This design comes from an exercise in tuning for small area, a short achievable clock period and few clock cycles on the open sky130 flow, not from production work. Function was checked by simulation only, so behaviour that the tests miss may differ from the original. Power is estimated from default activity; no workload was simulated.

==> flow/design.v <==
`timescale 1ns/1ps
module reg_file (
  input  logic        clk,
  input  logic        we,
  input  logic [4:0]  wa,
  input  logic [31:0] wd,
  input  logic [4:0]  ra0,
  input  logic [4:0]  ra1,
  output logic [31:0] rd0,
  output logic [31:0] rd1
);
  logic [31:0] mem [1:31];
  always_ff @(posedge clk)
    if (we && wa != 5'd0) mem[wa] <= wd;
  assign rd0 = (ra0 == 5'd0) ? 32'd0 : mem[ra0];
  assign rd1 = (ra1 == 5'd0) ? 32'd0 : mem[ra1];
endmodule
`timescale 1ns/1ps
module alu (
  input  logic [31:0] a,
  input  logic [31:0] b,        
  input  logic [31:0] sb,       
  input  logic [4:0]  shamt,
  input  logic [7:0]  sel,
  output logic [31:0] sum,      
  output logic [31:0] y
);
  logic [31:0] diff, lg;
  logic lt, gt, slt;
  assign sum  = a + b;
  assign diff = a - b;
  assign lt   = a[30:0] < b[30:0];
  assign gt   = b[30:0] < a[30:0];
  assign slt  = (a[31] & ~b[31]) | (~a[31] & ~b[31] & lt) | (a[31] & b[31] & gt);
  always_comb begin
    y = 32'd0;
    if (sel[0]) y = y | sum;
    if (sel[1]) y = y | diff;
    if (sel[2]) y = y | (a & b);
    if (sel[3]) y = y | (a | b);
    if (sel[4]) y = y | ~(a | b);
    if (sel[5]) y = y | {31'd0, slt};
    if (sel[6]) y = y | (sb << shamt);
    if (sel[7]) y = y | (sb >> shamt);
  end
endmodule
`timescale 1ns/1ps
module mips_processor (clk, reset, memdata, addr, memread, memwrite, writedata);
  input  logic clk, reset;
  input  logic [31:0] memdata;
  output logic memread, memwrite;
  output logic [31:0] addr, writedata;
  logic [31:0] addr_q;         
  logic        rd_q, wr_q;     
  logic [31:0] wd_q;           
  logic        m_q;            
  logic        mld_q;          
  logic [4:0]  mrt_q;          
  logic        vD;
  logic [31:0] ir;
  logic [31:0] pc1D;           
  logic        vX;
  logic [31:0] xa, xb;
  logic [15:0] ximm;
  logic [4:0]  xshamt, xrs, xrt, xdst;
  logic        xuseimm, xwr, xld, xst, xbeq, xbne;
  logic [7:0]  xsel;
  logic [31:0] xbt;            
  assign addr      = addr_q;
  assign memread   = rd_q;
  assign memwrite  = wr_q;
  assign writedata = wd_q;
  logic [31:0] op2, sum, res;
  assign op2 = xuseimm ? {16'd0, ximm} : xb;
  alu u_alu (.a(xa), .b(op2), .sb(xb), .shamt(xshamt), .sel(xsel), .sum(sum), .y(res));
  logic taken, ldst, xwe;
  assign taken = vX & ((xbeq & (xa == xb)) | (xbne & ((xa == 32'd0) | (xb == 32'd0))));
  assign ldst  = vX & (xld | xst);
  assign xwe   = vX & xwr & (xdst != 5'd0);
  logic        we;
  logic [4:0]  wa;
  logic [31:0] wdat;
  assign we   = m_q ? mld_q : xwe;
  assign wa   = m_q ? mrt_q : xdst;
  assign wdat = m_q ? memdata : res;
  logic [5:0] op;
  logic [4:0] rs, rt, rd;
  assign op = ir[31:26];
  assign rs = ir[25:21];
  assign rt = ir[20:16];
  assign rd = ir[15:11];
  logic [31:0] rf0, rf1, va, vb;
  reg_file u_rf (.clk(clk), .we(we), .wa(wa), .wd(wdat), .ra0(rs), .ra1(rt), .rd0(rf0), .rd1(rf1));
  assign va = (xwe && xdst == rs) ? res : rf0;
  assign vb = (xwe && xdst == rt) ? res : rf1;
  logic d_r, d_mem, d_beq, d_bne, d_imm;
  assign d_r   = (op == 6'b000000);
  assign d_mem = op[5];
  assign d_beq = (op == 6'b000100);
  assign d_bne = (op == 6'b000101);
  assign d_imm = (op[5:3] == 3'b001);
  logic [7:0] rsel, isel, dsel;
  always_comb begin
    case (ir[5:0])
      6'b000000:            rsel = 8'b0100_0000;
      6'b000010:            rsel = 8'b1000_0000;
      6'b100010, 6'b100011: rsel = 8'b0000_0010;
      6'b100100:            rsel = 8'b0000_0100;
      6'b100101:            rsel = 8'b0000_1000;
      6'b100111:            rsel = 8'b0001_0000;
      6'b101010, 6'b101011: rsel = 8'b0010_0000;
      default:              rsel = 8'b0000_0001;
    endcase
    case (op[2:0])
      3'b100:  isel = 8'b0000_0100;
      3'b101:  isel = 8'b0000_1000;
      3'b010:  isel = 8'b0010_0000;
      default: isel = 8'b0000_0001;
    endcase
    dsel = d_r ? rsel : isel;
  end
  logic        fjmp;
  logic [31:0] fnext;
  assign fjmp  = (memdata[31:27] == 5'b00001);
  assign fnext = fjmp ? {6'd0, memdata[25:0]} : addr_q + 32'd1;
  always_ff @(posedge clk) begin
    if (reset) begin
      addr_q <= 32'd0;
      rd_q   <= 1'b1;
      wr_q   <= 1'b0;
      m_q    <= 1'b0;
      vD     <= 1'b0;
      vX     <= 1'b0;
    end else if (m_q) begin
      m_q    <= 1'b0;
      addr_q <= pc1D;
      rd_q   <= 1'b1;
      wr_q   <= 1'b0;
    end else if (taken) begin
      vD     <= 1'b0;
      vX     <= 1'b0;
      addr_q <= xbt;
    end else begin
      vD     <= ~fjmp;
      vX     <= vD;
      pc1D   <= fnext;
      if (ldst) begin
        addr_q <= sum;
        m_q    <= 1'b1;
        rd_q   <= xld;
        wr_q   <= xst;
      end else begin
        addr_q <= fnext;
      end
    end
  end
  always_ff @(posedge clk) begin
    if (m_q) begin
      if (mld_q && mrt_q != 5'd0 && mrt_q == xrs) xa <= memdata;
      if (mld_q && mrt_q != 5'd0 && mrt_q == xrt) xb <= memdata;
    end else if (!taken) begin
      ir      <= memdata;
      xa      <= va;
      xb      <= vb;
      ximm    <= ir[15:0];
      xshamt  <= ir[10:6];
      xrs     <= rs;
      xrt     <= rt;
      xdst    <= d_r ? rd : rt;
      xuseimm <= ~d_r;
      xwr     <= d_r | d_imm;
      xld     <= d_mem & ~op[3];
      xst     <= d_mem & op[3];
      xbeq    <= d_beq;
      xbne    <= d_bne;
      xsel    <= (d_r | d_imm) ? dsel : 8'b0000_0001;
      xbt     <= pc1D + {16'd0, ir[15:0]};
      if (ldst) begin
        wd_q  <= xb;
        mld_q <= xld;
        mrt_q <= xdst;
      end
    end
  end
endmodule
==> flow/run.sh <==
#!/bin/bash
# synth_recipe.tcl (not shown) runs the flow's synth.tcl, then flattens the netlist and writes it again
# the make line also repeats each setting of config.mk as NAME=value (left out here)
make -C /OpenROAD-flow-scripts/flow DESIGN_CONFIG=/design/flow/config.mk WORK_HOME=/design/flow/orfs CLKGATE_MAP_FILE= SYNTH_SCRIPT=/design/flow/synth_recipe.tcl finish
==> flow/config.mk <==
export PLATFORM = sky130hd
export DESIGN_NAME = mips_processor
export DESIGN_NICKNAME = mips_processor
export VERILOG_FILES = /design/flow/design.v
export SDC_FILE = /design/flow/constraint.sdc
export NUM_CORES = 4
export LEC_CHECK = 0
export CAP_MARGIN = 20
export CORE_MARGIN = 2
export CORE_UTILIZATION = 40
export SLEW_MARGIN = 20
==> flow/constraint.sdc <==
create_clock -name core_clock -period 12.0 [get_ports {clk}]
set_input_delay 2.4000 -clock core_clock [delete_from_list [all_inputs] [get_ports {clk}]]
set_output_delay 2.4000 -clock core_clock [all_outputs]
set_load 0.01 [all_outputs]
==> key figures <==
Logic synthesis
  – Number of library cell types mapped by synthesis: 90
  – Yosys top cell area share: 0.546
  – Synthesis-stage register bit count: 1282
  – Mapped cell area: 67900 um2
  – Asr flop ratio synth: 0
  – Ys flop type: edfxtp_1
  – Synth top area cells: edfxtp_1, mux4_2, mux2i_1, ha_1, nor2_1
  – Synth Warn #: 3
  – Sequential share of the synthesized area: 0.560
  – Post-Syn Nets: 4701
  – Synthesized area per cell: 15.0 um2
  – Number of synthesized flops with an enable pin: 1235
  – Gate Count Post-Synth: 4531
  – Area leader, netlist: edfxtp_1

Global routing
  – Vias in the first global route: 43800
  – Total gr overflow: 0
  – Largest net degree at the start of global routing: 105
  – Initial antenna violation count: 7
  – Gr usage total: 0.273
  – First-pass GRT wire length: 336000 um

Routing
  – DRT Pass-1 Iters: 6
  – WL met3: 20500 um
  – Max Used Layer: met5
  – Via Count: 44900
  – Residual DRC: 0
  – Metal-1 WL: 92300 um
  – Average wire per standard cell: 34.7 um
  – Vias/cell: 6.50
  – Total Wirelength: 239000 um
  – ANT nets after route: 0
  – Met2 wire length: 114000 um
  – DR iter-0 viols: 6124

CTS
  – Clock latency on the worst-skew pair: 790 ps
  – H-tree depth: 4
  – CTS sink cnt: 1282
  – CTS resizes: 0
  – Clk pin slew, worst setup/hold paths: 60 ps
  – Postcts setup bufs: 0
  – CTS tree: yes
  – Post-CTS Hold Fix Bufs: 0
  – Root Driver: clkbuf_16
  – Clock buffer count from CTS: 141
  – Max Root-Sink Buffers: 3

Floorplanning
  – Die ar.: 173000 um2
  – Starting density of the core: 0.402
  – Die height: 416 um
  – Num ports: 100
  – CORE AREA: 169000 um2
  – # rows: 151
  – Die Width: 416 um

Layout
  – Post-Layout Cell Count: 6897
  – Fill cells: 14600
  – P&R area growth vs syn: 12.3%
  – Share of cells above drive strength 1: 0.217
  – Fin area: 76300 um2
  – Final Net Count: 4731
  – Commonest non-fill, non-tap cell in the layout: edfxtp_1
  – Highest-count cells in the layout ignoring fill and taps: edfxtp_1, mux4_2, nor2_1

STA
  – FMAX: 0.182 GHz
  – Minimum clock period: 5490 ps
  – Pins Over Slew Limit: 0
  – Clock Skew: 57.1 ps
  – Max-slew headroom: 0.209
  – Final-report setup violation count: 0
  – Hold violation count in the final report: 0
  – Worst Max-Slew Pin Slew: 1190 ps
  – Total negative slack: 0 ps
  – Fin crit share: 0.457
  – RSZ-0062 raised after global routing: false

Place
  – Post-DP HPWL: 150000 um
  – PortBufs: 99
  – RePlAce Congestion: 0.989
  – Placed Cells: 6634
  – Placed Area: 71700 um2

Power and ir drop
  – Combinational power share: 0.209
  – Pwr Density: 168 nW/um2
  – Leak Pwr: 25.4 nW
  – Psw: 3.88 mW
  – Sequential fraction of design power: 0.452
  – Pwr Total: 12.8 mW
  – Maximum vdd drop: 0.106 mV
  – Clk pwr share: 0.339
  – Switch share: 0.304
  – Pint: 8.90 mW

Worst hold path
  – HP Class: flop to flop
  – Hold Path Depth: 2

Critical path
  – Critical path peak fanout: 32
  – Worst r2r path cells: 15
  – Req. time, crit path: 12440 ps
  – Setup crit start kind: flop
  – CP Capture Type: flop
  – CP Class: flop to flop
  – CP arrival: 5930 ps

Run status
  – Run status: finished clean

Job
  – Max_cap viols: 0
layout make-up:
cell class,instances,area [um2],share of cell area
sequential,1282,38100,0.499
multi-input combinational,2786,28500,0.373
antenna,5,12.5,0.000164
tap,2218,2780,0.0364
inverter,136,512,0.00671
timing repair buffer,214,1900,0.0249
clock buffer,182,3790,0.0496
clock inverter,74,772,0.0101
synthesized netlist by cell type, types with 32 or more instances:
library cell  count
a211oi_1         94
a21oi_1         216
a221o_1          39
a221oi_1         54
buf_1            65
buf_2            44
clkbuf_1        217
dfxtp_1          47
edfxtp_1       1235
ha_1            133
inv_1           134
mux2_2           47
mux2i_1         223
mux4_2          571
nand2_1         185
nand2b_1         44
nand3_1          48
nor2_1          330
nor2b_1          32
nor3_1           54
nor4_1           41
o21ai_0         157
xnor2_1          82
xor2_1           77
critical path: stages, from the launching register on:
cell	delay (ps)
edfxtp_1	320
buf_4	470
mux2i_1	310
inv_1	90
ha_1	220
fa_1	440
or2_2	330
a221oi_1	460
nand2_1	100
nand3_1	320
a221oi_1	230
a21oi_1	450
a211oi_1	170
o211ai_1	190
o2bb2ai_1	210
o21ai_4	720
logic make-up (layout without fill, tap and decap cells):
family                   Yosys count  after routing  share of synthesized area
AO/OA/AOI/OAI                    826            826                     0.0821
XOR/XNOR                         159            159                     0.0205
adder cells (fa/ha/maj)          136            136                     0.0254
buffers and inverters            463            606                     0.0264
flip-flops                      1282           1282                      0.560
multiplexers                     844            844                      0.231
other                              0              5                          0
AND/OR/NAND/NOR                  821            821                     0.0553
layer usage:
| metal | track usage | up-vias |
|---|---|---|
| li1 | - | 18400 |
| met4 | 0.138 | 2 |
| met3 | 0.0473 | 486 |
| met1 | 0.362 | 23400 |
| met5 | 0 | - |
| met2 | 0.435 | 2527 |
registers in the layout, indices dropped and copies added, names as in the netlist, 5 cells and up, named ones only:
signal and count:
ir 32, mrt_q 5, xsel 8, xrt 5
xbt 32, wd_q 32, xb 32, u_rf.mem 992
xrs 5, xdst 5, ximm 16, addr_q 32
xa 32, pc1D 32
power groups by stage:
stage | Sequential [mW] | Combinational [mW] | Clock [mW]
after floorplan | 5.69 | 1.62 | 0
after global routing | 5.78 | 2.82 | 4.57
final | 5.77 | 2.67 | 4.34
after detailed placement | 5.86 | 2.61 | 0
after CTS | 5.76 | 2.62 | 4.39
after global placement | 5.85 | 2.60 | 0
final timing paths:
check | slack (ps) | endpoint | from
max reg2reg | 6510 | u_rf.mem[31][30]$_DFFE_PP_ | xuseimm$_DFFE_PP_
min | 480 | rd_q$_SDFFE_PP1P_ | rd_q$_SDFFE_PP1P_
max | 6510 | u_rf.mem[31][30]$_DFFE_PP_ | xuseimm$_DFFE_PP_
min reg2reg | 480 | rd_q$_SDFFE_PP1P_ | rd_q$_SDFFE_PP1P_
stage by stage:
stage | worst slack (ps) | hold WS (ps) | utilization
after floorplan | 6500 | 421 | -
after global placement | 6330 | 462 | 0.424
after detailed placement | 6610 | 474 | 0.424
after CTS | 6610 | 487 | 0.451
after global routing | 6250 | 517 | 0.451
final | 6510 | 485 | 0.451
Testbench counts, summed over its fixed seeds: cycles 31,689.

-- what the ideal ports hide --
No port has a modelled driver above. Below, the same layout with a new extraction and two added sets of constraints. Step 1: set_driving_cell puts a clkbuf_16 on clk and a buf_2 on each other input, an assumption about the parent block. Step 2, shift: input delay + t, output delay - t, t = (earliest + latest rising clock arrival at the registers) / 2. This alone moves slack from input paths to output paths. a / b / c = ideal / step 1 / step 2; a / b = the first two.
shift t [ns]: 0.851
slack for setup (ns): 6.514 / 6.514 / 6.514
worst setup path after step 2: register to register
worst slew at a driven data input, ns: 0.13
pins driven straight from the clock port: 1
After both steps this run still meets setup and hold. For this run, drivers alone change the setup slack by 0.000 ns; drivers and shift together by 0.000 ns.
